Source: an optimization exercise on an open RTL-to-GDS flow (aim: small area and a short achievable clock period). Production flows keep margins and buffers that such runs may drop. At most, simulation tests tie the RTL to the original design; equivalence was not proved. Power and IR drop assume default switching activity.

## my_fir
module my_fir
#(parameter F=10)
(
input logic                clk,
input logic                rst,
input logic signed  [15:0] filter_in,
output logic signed [31:0] filter_out
    );
Size: about 2,200 cells after synthesis, roughly 750 flip-flops, about 50 I/O pins.
==> flow/config.mk <==
export PLATFORM = sky130hd
export DESIGN_NAME = my_fir
export DESIGN_NICKNAME = my_fir
export VERILOG_FILES = /design/flow/design.v
export SDC_FILE = /design/flow/constraint.sdc
export NUM_CORES = 4
export LEC_CHECK = 0
export ABC_CLOCK_PERIOD_IN_PS = 2600
export CAP_MARGIN = 20
export CORE_MARGIN = 2
export CORE_UTILIZATION = 60
export CTS_CLUSTER_DIAMETER = 100
export CTS_CLUSTER_SIZE = 24
export PLACE_DENSITY = 0.75
export SETUP_SLACK_MARGIN = 4.1
export SLEW_MARGIN = 20
export SYNTH_HIERARCHICAL = 1
==> flow/constraint.sdc <==
create_clock -name core_clock -period 6.5 [get_ports {clk}]
set_input_delay 1.3000 -clock core_clock [delete_from_list [all_inputs] [get_ports {clk}]]
set_output_delay 1.3000 -clock core_clock [all_outputs]
set_load 0.01 [all_outputs]
standard.sh (not shown) runs the stock make flow with config.mk's settings and CLKGATE_MAP_FILE= SYNTH_SCRIPT=/design/flow/synth_recipe.tcl, a recipe that flattens the netlist after the stock synthesis.
==> flow/flow/run.sh <==
#!/bin/bash
# Standard layout, but the port buffers inserted before placement are plain
# buffers (buf_2) instead of the resizer's default delay cell; everything
# else is the standard flow (standard.sh).
export BUFFER_PORTS_ARGS="-buffer_cell sky130_fd_sc_hd__buf_2"
bash standard.sh > standard.log 2>&1
status=$?
cp standard.sh my_standard_copy.sh.txt 2>/dev/null
exit $status
The starting point completed with no timing, DRC or antenna violations.
==> next run, changes <==
- SETUP_SLACK_MARGIN: 4.1 -> 4.0
Outcome:
- The new run produced a clean layout
- non-clock buffer count goes down by 20
- maximum frequency barely changes
- sequential power is about the same
- final cell count goes down by about 0.56%
- global-route usage goes down by 0.13 points
- power goes down by about 0.5%
- via count goes down by 1.2%
- hold slack gets better by 0.0030 ns
- clock skew barely changes

========
Setup of run 1:
Another version of the RTL of my_fir (not shown whole).
Size in the first run: roughly 2500 cells after synthesis, ~740 flip-flops, roughly 50 I/O pins, about 39000 um^2 of cells after synthesis.
Settings: LEC_CHECK=0, CAP_MARGIN=20, CORE_MARGIN=2, CORE_UTILIZATION=60, CTS_CLUSTER_DIAMETER=80, CTS_CLUSTER_SIZE=18, PLACE_DENSITY=0.75, SETUP_SLACK_MARGIN=3.7, SLEW_MARGIN=20, SYNTH_HIERARCHICAL=1; clock period 6.5 ns.
run.sh (not shown) runs the stock make flow with config.mk's settings and CLKGATE_MAP_FILE= SYNTH_SCRIPT=/design/flow/synth_recipe.tcl, a recipe that flattens the netlist after the stock synthesis.
Stock flow here: none of the scripts above is used.
Run 1: flow completed, timing, DRC and antenna clean
diff inputs: run 1 => run 2
Settings: SETUP_SLACK_MARGIN: 3.7 -> 3.85.
==> comparison <==
- Reported for run 2 and run 1, layout sequential cell count turned out identical to the last digit.
- Final period utilization (run 2 over run 1): decrease, 0.79 points
- NOTE area of the multi-input gates run 1->run 2 increased slightly
What run 3 does differently from run 2 at the input level:
Settings: setting ABC_CLOCK_PERIOD_IN_PS to 2400 for the first time.
--- outcome ---
- Run 3 against run 2: fraction of the mapped netlist area in compound gates has remained practically unchanged; final cell count has remained practically unchanged; critical path depth has remained practically unchanged; via count has remained practically unchanged.
- Diff run 3..run 2 | relative max-transition margin | unchanged
- As far as met3 track utilization from global routing goes, run 2 and run 3 are indistinguishable; the numbers are identical.
- On worst endpoint data arrival time, run 2 and run 3 are neck and neck.
Relative to run 3, the following input files were edited for run 4:
Settings: swapping 3.85 for 3.95 in SETUP_SLACK_MARGIN.
==> comparison <==
A critical path endpoint of pr5[12] is what run 4 shows, while pr5[16] belongs to run 3. Run 3 → run 4: overall routed net length rose by about 1%, first-pass GRT wire length went up by about 0.6%. Compared with run 3, in run 4 highest clock rate went down by 2.5 MHz; post-place instance area now sits at about the same level; portion of the post-synthesis area used by sequential elements essentially unchanged; utilization climbed 0.61 points. Relative to run 3, post-route worst setup slack has decreased by 0.019 ns in run 4. Looking only at clock-buffer cell count, and setting everything else aside, the higher value of run 4 and run 3 goes to run 4.
No functional check of the RTL was part of any run of this note.

========
Another version of the RTL of my_fir (not shown whole).
Size in the first run: ~2300 cells after synthesis, roughly 740 flip-flops, about 50 I/O pins, roughly 39000 sq um of cells after synthesis.
clock: 6.5 ns
lec_check: 0
abc_clock_period_in_ps: 2600
cap_margin: 20
core_margin: 2
core_utilization: 60
cts_cluster_diameter: 80
cts_cluster_size: 18
place_density: 0.75
setup_slack_margin: 3.75
slew_margin: 20
synth_hierarchical: 1
The baseline ran to the end with no violations.
Change:
Settings changed: SETUP_SLACK_MARGIN 3.75 to 3.85.
=> The changed run completed with no timing, DRC or antenna violations; worst setup slack gains 0.041 ns; wire length is higher by about 0.7%; via count is about the same.
Function was not checked in any run of this note: the RTL went through the layout flow alone.

========
Another version of the RTL of my_fir (not shown whole).
For scale: about 730 flip-flops, about 50 I/O pins.
## my_fir
module my_fir
#(parameter F=10)
(
input logic                clk,
input logic                rst,
input logic signed  [15:0] filter_in,
output logic signed [31:0] filter_out
    );
clock: 6.5 ns
lec_check: 0
abc_clock_period_in_ps: 2600
cap_margin: 20
core_margin: 2
core_utilization: 70
cts_cluster_diameter: 100
cts_cluster_size: 24
place_density: 0.82
setup_slack_margin: 3.95
slew_margin: 20
synth_hierarchical: 1
standard.sh (not shown) runs the stock make flow with config.mk's settings and CLKGATE_MAP_FILE= SYNTH_SCRIPT=/design/flow/synth_recipe.tcl, a recipe that flattens the netlist after the stock synthesis.
Scripts as last shown in full above: flow/flow/run.sh
The starting point finished clean.
Rerun with:
Settings changed: CORE_UTILIZATION 70 to 60, CTS_CLUSTER_DIAMETER 100 to 80, CTS_CLUSTER_SIZE 24 to 18, PLACE_DENSITY 0.82 to 0.75.
Outcome: Flip-flop and latch count does not change; register-to-register slack is about the same; wire length is lower by 1.0%; non-clock buffer count is lower by 1; area after synthesis is unchanged; combinational power is lower by about 4%; worst hold slack loses 4.2 ps; first-iteration DRC count is higher by 7.1%.
Rerun with:
Settings changed: CTS_CLUSTER_DIAMETER 80 to 110, CTS_CLUSTER_SIZE 18 to 28.
Non-clock buffer count is lower by 3.
Maximum frequency fell by 0.59%.
Via count came out lower by 1.5%.
Clock skew shrinks by 17 ps.
Rerun with:
Settings changed: CTS_CLUSTER_DIAMETER 110 to 80, CTS_CLUSTER_SIZE 28 to 18, SETUP_SLACK_MARGIN 3.95 to 4.05.
The changed run ran to the end with no violations.
Via count came out higher by 1.3%.
Total power came out higher by 3.9%.
Cell area came out higher by 2.0%.
Hold slack gets worse by 6.4 ps.
Die area stays the same.
First-iteration DRC count came out higher by 7.9%.

========
## v44
my_fir, a different RTL version from the one above (not shown whole).
For scale: about 2200 cells after synthesis, about 750 flip-flops, ~50 I/O pins, about 0.039 sq mm of cells after synthesis.
==> flow/config.mk <==
export PLATFORM = sky130hd
export DESIGN_NAME = my_fir
export DESIGN_NICKNAME = my_fir
export VERILOG_FILES = /design/flow/design.v
export SDC_FILE = /design/flow/constraint.sdc
export NUM_CORES = 4
export LEC_CHECK = 0
export ABC_CLOCK_PERIOD_IN_PS = 2600
export CAP_MARGIN = 20
export CORE_MARGIN = 2
export CORE_UTILIZATION = 60
export CTS_CLUSTER_DIAMETER = 100
export CTS_CLUSTER_SIZE = 24
export PLACE_DENSITY = 0.75
export SETUP_SLACK_MARGIN = 4.2
export SLEW_MARGIN = 20
export SYNTH_HIERARCHICAL = 1
==> flow/constraint.sdc <==
create_clock -name core_clock -period 6.5 [get_ports {clk}]
set_input_delay 1.3000 -clock core_clock [delete_from_list [all_inputs] [get_ports {clk}]]
set_output_delay 1.3000 -clock core_clock [all_outputs]
set_load 0.01 [all_outputs]
Scripts as last shown in full above: flow/flow/run.sh
v44 finished end to end and its layout was clean on timing, DRC and antenna.
Input-level comparison between v12 and v44:
# v44
export LEC_CHECK = 0
export ABC_CLOCK_PERIOD_IN_PS = 2600
export CAP_MARGIN = 20
export CORE_MARGIN = 2
export CORE_UTILIZATION = 60
export CTS_CLUSTER_DIAMETER = 100
export CTS_CLUSTER_SIZE = 24
export PLACE_DENSITY = 0.75
export SETUP_SLACK_MARGIN = 4.2
export SLEW_MARGIN = 20
export SYNTH_HIERARCHICAL = 1
create_clock -name core_clock -period 6.5 [get_ports {clk}]
# v12
export LEC_CHECK = 0
export ABC_CLOCK_PERIOD_IN_PS = 2600
export CAP_MARGIN = 20
export CORE_MARGIN = 2
export CORE_UTILIZATION = 60
export CTS_CLUSTER_DIAMETER = 110
export CTS_CLUSTER_SIZE = 28
export PLACE_DENSITY = 0.75
export SETUP_SLACK_MARGIN = 4.1
export SLEW_MARGIN = 20
export SYNTH_HIERARCHICAL = 1
create_clock -name core_clock -period 6.5 [get_ports {clk}]
Results
Looking at count of antenna diodes in the layout, v12 sits 1 higher than v44 does.
Against v44, v12 comes in 1.1 points lower on power share of the clock group.
The sequential share of layout area of v12 exceeds that of v44 by 0.98 points.
Status: xor and xnor fraction of the mapped netlist area parity (v12, v44)
v12 vs v44, final critical delay including setup and external delays went up by 0.037 ns.
v44 ended up with more cell instances than v12 did.
Against v44, v12 comes in 0.037 ns lower on worst setup slack after layout.
When v12 is set beside v44, its number of global-route vias before repair turns out to be 311 smaller.
In v12 relative to v44, power had gone down by a few percent.
On fraction of area in multi-input gates, the higher figure sits with v12, not v44.
Inputs modified between v12 and v34:
# v12
export LEC_CHECK = 0
export ABC_CLOCK_PERIOD_IN_PS = 2600
export CAP_MARGIN = 20
export CORE_MARGIN = 2
export CORE_UTILIZATION = 60
export CTS_CLUSTER_DIAMETER = 110
export CTS_CLUSTER_SIZE = 28
export PLACE_DENSITY = 0.75
export SETUP_SLACK_MARGIN = 4.1
export SLEW_MARGIN = 20
export SYNTH_HIERARCHICAL = 1
create_clock -name core_clock -period 6.5 [get_ports {clk}]
# v34
export LEC_CHECK = 0
export ABC_CLOCK_PERIOD_IN_PS = 2600
export CAP_MARGIN = 20
export CORE_MARGIN = 2
export CORE_UTILIZATION = 60
export CTS_CLUSTER_DIAMETER = 100
export CTS_CLUSTER_SIZE = 24
export PLACE_DENSITY = 0.75
export SETUP_SLACK_MARGIN = 4.1
export SLEW_MARGIN = 20
export SYNTH_HIERARCHICAL = 1
create_clock -name core_clock -period 6.5 [get_ports {clk}]
==> comparison <==
First-pass GRT wire length grows slightly when moving from v12 to v34.
Taking v12 as the reference, in v34 sequential power stayed essentially flat; via count rose 81; clock network fraction of total power moved up; maximum frequency increased 1.5%; post-synthesis register bit count roughly the same.
Compared with v12, in v34 share of total power in combinational logic shows a reduction of 0.8 points; fraction of final layout cells sized beyond drive strength 1 neither gained nor lost much.
Summary — total wire length, v34 relative to v12: higher, by about 0.7%.
The post-route core utilization reported for v34 is greater than that of v12 by 0.24 points.
For v34, the top cell class by occupied area was sequential cells, unlike v12, where it was multi-input combinational cells.
What v13 does differently from v34 at the input level:
# v34
export LEC_CHECK = 0
export ABC_CLOCK_PERIOD_IN_PS = 2600
export CAP_MARGIN = 20
export CORE_MARGIN = 2
export CORE_UTILIZATION = 60
export CTS_CLUSTER_DIAMETER = 100
export CTS_CLUSTER_SIZE = 24
export PLACE_DENSITY = 0.75
export SETUP_SLACK_MARGIN = 4.1
export SLEW_MARGIN = 20
export SYNTH_HIERARCHICAL = 1
create_clock -name core_clock -period 6.5 [get_ports {clk}]
# v13
export LEC_CHECK = 0
export ABC_CLOCK_PERIOD_IN_PS = 2600
export CAP_MARGIN = 20
export CORE_MARGIN = 2
export CORE_UTILIZATION = 60
export CTS_CLUSTER_DIAMETER = 100
export CTS_CLUSTER_SIZE = 24
export PLACE_DENSITY = 0.75
export SETUP_SLACK_MARGIN = 4.0
export SLEW_MARGIN = 20
export SYNTH_HIERARCHICAL = 1
create_clock -name core_clock -period 6.5 [get_ports {clk}]
Notes after the runs:
v13 finished end to end and its layout was clean on timing, DRC and antenna. v34 was carried through to the last stage, and its layout satisfied the timing, design-rule and antenna checks. Compared with v34, v13 shows number of vias per cell after detailed routing lower by 0.31%. From v34 to v13 the numbers moved as follows: global-route usage moved down; final worst-path cycle share climbed 0.68 points.

========
Setup of run Y:
my_fir, a different RTL version from the one above (not shown whole).
Size: about 2200 cells after synthesis, about 50 I/O pins, about 38000 um^2 of cells after synthesis.
==> flow/config.mk <==
export PLATFORM = sky130hd
export DESIGN_NAME = my_fir
export DESIGN_NICKNAME = my_fir
export VERILOG_FILES = /design/flow/design.v
export SDC_FILE = /design/flow/constraint.sdc
export NUM_CORES = 4
export LEC_CHECK = 0
export ABC_CLOCK_PERIOD_IN_PS = 2600
export CAP_MARGIN = 20
export CORE_MARGIN = 2
export CORE_UTILIZATION = 60
export CTS_CLUSTER_DIAMETER = 80
export CTS_CLUSTER_SIZE = 18
export PLACE_DENSITY = 0.75
export SETUP_SLACK_MARGIN = 3.85
export SLEW_MARGIN = 20
export SYNTH_HIERARCHICAL = 1
==> flow/constraint.sdc <==
create_clock -name core_clock -period 6.5 [get_ports {clk}]
set_input_delay 1.3000 -clock core_clock [delete_from_list [all_inputs] [get_ports {clk}]]
set_output_delay 1.3000 -clock core_clock [all_outputs]
set_load 0.01 [all_outputs]
run.sh (not shown) runs the stock make flow with config.mk's settings and CLKGATE_MAP_FILE= SYNTH_SCRIPT=/design/flow/synth_recipe.tcl, a recipe that flattens the netlist after the stock synthesis.
Stock flow here: none of the scripts above is used.
Input changes introduced in run F (baseline for comparison: run Y):
--- a/flow/config.mk
+++ b/flow/config.mk
@@ -13,5 +13,5 @@
 export CTS_CLUSTER_SIZE = 18
 export PLACE_DENSITY = 0.75
-export SETUP_SLACK_MARGIN = 3.85
+export SETUP_SLACK_MARGIN = 3.75
 export SLEW_MARGIN = 20
 export SYNTH_HIERARCHICAL = 1
### Flow results
Between run F and run Y, the difference in area fraction of clock buffers and clock inverters is negligible.
Run F -> run Y: adder and majority gate portion of the synthesized area delta 0, exact match
Critical path depth ended up 3 lower on run F than on run Y.
Compared to run Y, the routing of run F uses less wire.
Cell area | run F vs run Y | run F smaller
Run F: cell count lower than run Y
Between run F and run Y, the total power draw is higher for run Y.
Total setup buffers inserted after CTS: run F < run Y
No functional check of the RTL was part of any run of this note.

========
== job 101 ==
my_fir, a different RTL version from the one above (not shown whole).
Size: roughly 2,400 cells after synthesis, ~50 I/O pins, roughly 0.038 sq mm of cells after synthesis.
export LEC_CHECK = 0
export ABC_CLOCK_PERIOD_IN_PS = 2600
export CAP_MARGIN = 20
export CORE_MARGIN = 2
export CORE_UTILIZATION = 60
export CTS_CLUSTER_DIAMETER = 100
export CTS_CLUSTER_SIZE = 22
export PLACE_DENSITY = 0.75
export SETUP_SLACK_MARGIN = 3.6
export SLEW_MARGIN = 20
export SYNTH_HIERARCHICAL = 1
create_clock -name core_clock -period 6.5 [get_ports {clk}]
> inputs changed (job 101 -> job 102)
- CTS_CLUSTER_SIZE: 22 -> unset
- CTS_CLUSTER_DIAMETER: 100 -> unset
- CORE_UTILIZATION: 60 -> 40
- PLACE_DENSITY: 0.75 -> 0.6
- Worst-case setup margin in the final layout: job 102 < job 101
- Between job 101 and job 102, the flow reports global-route wire length before repair increasing by a few percent.
- Job 101 vs job 102, highest metal layer with signal wires: met5 vs met4
- Compared with job 101, job 102 shows a higher signed area change from the synthesized netlist to the final layout.
The following lists how job 103 was set up differently from job 102:
- putting CTS_BUF_LIST at sky130_fd_sc_hd__clkbuf_4 sky130_fd_sc_hd__clkbuf_8 where nothing was set
## What came out
Every run (job 102 and job 103) finished clean.
Cmp job 103 vs job 102: non-clock buffer count higher in job 103
In terms of overall fraction of global-route tracks in use, job 102 and job 103 differ only marginally.
Re cell area after placement: no difference whatsoever between job 102 and job 103.
Sort job 102 and job 103 by endpoint arrival time on the critical path, descending, and job 103 comes first.
Relative to job 102, met1 usage has gone down in job 103.
Job 103 reports its startpoint of the most critical setup path as pr8[9] while job 102 reports q[21].
Compare job 102 and job 103 | number of buffers created by CTS lower: job 102

re-timing with driven ports:
The flow's constraints put no driver on any port. The routed layouts listed below were extracted and timed again, unchanged, in two steps.
Step 1 (the two cells are an assumption about what drives the block):
set clk [get_ports {clk}]
set_driving_cell -lib_cell sky130_fd_sc_hd__clkbuf_16 $clk
set_driving_cell -lib_cell sky130_fd_sc_hd__buf_2 [delete_from_list [all_inputs] $clk]
Step 2 moves the port delays by t, midway between the first and last clock arrival at a register: inputs arrive t later, outputs are due t later. That takes back most of the time a late clock gives input paths.
Slacks: ideal / step 1 / step 2; pairs: ideal / step 1.
run | t (ns) | slack for setup (ns) | worst register clock-pin slew, ns
the first run of note 1 | 0.651 | 3.990 / 3.928 / 3.767 | 0.10 / 0.10
the second run of note 1 | 0.655 | 3.993 / 3.928 / 3.764 | 0.10 / 0.10
run 1 | 0.668 | 3.666 / 3.666 / 3.401 | 0.08 / 0.08
run 2 | 0.678 | 3.717 / 3.717 / 3.238 | 0.09 / 0.09
run 3 | 0.678 | 3.717 / 3.717 / 3.238 | 0.09 / 0.09
run 4 | 0.671 | 3.698 / 3.698 / 3.572 | 0.08 / 0.08
the first run of note 3 | 0.651 | 3.664 / 3.664 / 3.641 | 0.08 / 0.08
the second run of note 3 | 0.652 | 3.705 / 3.705 / 3.628 | 0.08 / 0.08
the first run of note 4 | 0.642 | 3.921 / 3.921 / 3.580 | 0.10 / 0.10
the second run of note 4 | 0.667 | 3.933 / 3.918 / 3.600 | 0.08 / 0.08
the third run of note 4 | 0.698 | 3.917 / 3.879 / 3.608 | 0.11 / 0.11
the fourth run of note 4 | 0.667 | 3.903 / 3.903 / 3.737 | 0.08 / 0.08
v44 | 0.647 | 4.034 / 3.978 / 3.750 | 0.10 / 0.10
v12 | 0.697 | 3.997 / 3.937 / 3.653 | 0.11 / 0.11
v34 | 0.648 | 4.035 / 3.978 / 3.697 | 0.10 / 0.10
v13 | 0.645 | 3.990 / 3.965 / 3.683 | 0.10 / 0.10
run Y | 0.675 | 3.801 / 3.801 / 3.538 | 0.08 / 0.08
run F | 0.673 | 3.761 / 3.750 / 3.350 | 0.08 / 0.08
job 101 | 0.654 | 3.579 / 3.579 / 3.148 | 0.09 / 0.09
job 102 | 0.695 | 3.565 / 3.499 / 3.267 | 0.08 / 0.08
job 103 | 0.801 | 3.617 / 3.617 / 3.243 | 0.08 / 0.08
After both steps every run listed still meets setup and hold. Setup slack includes reset recovery checks.
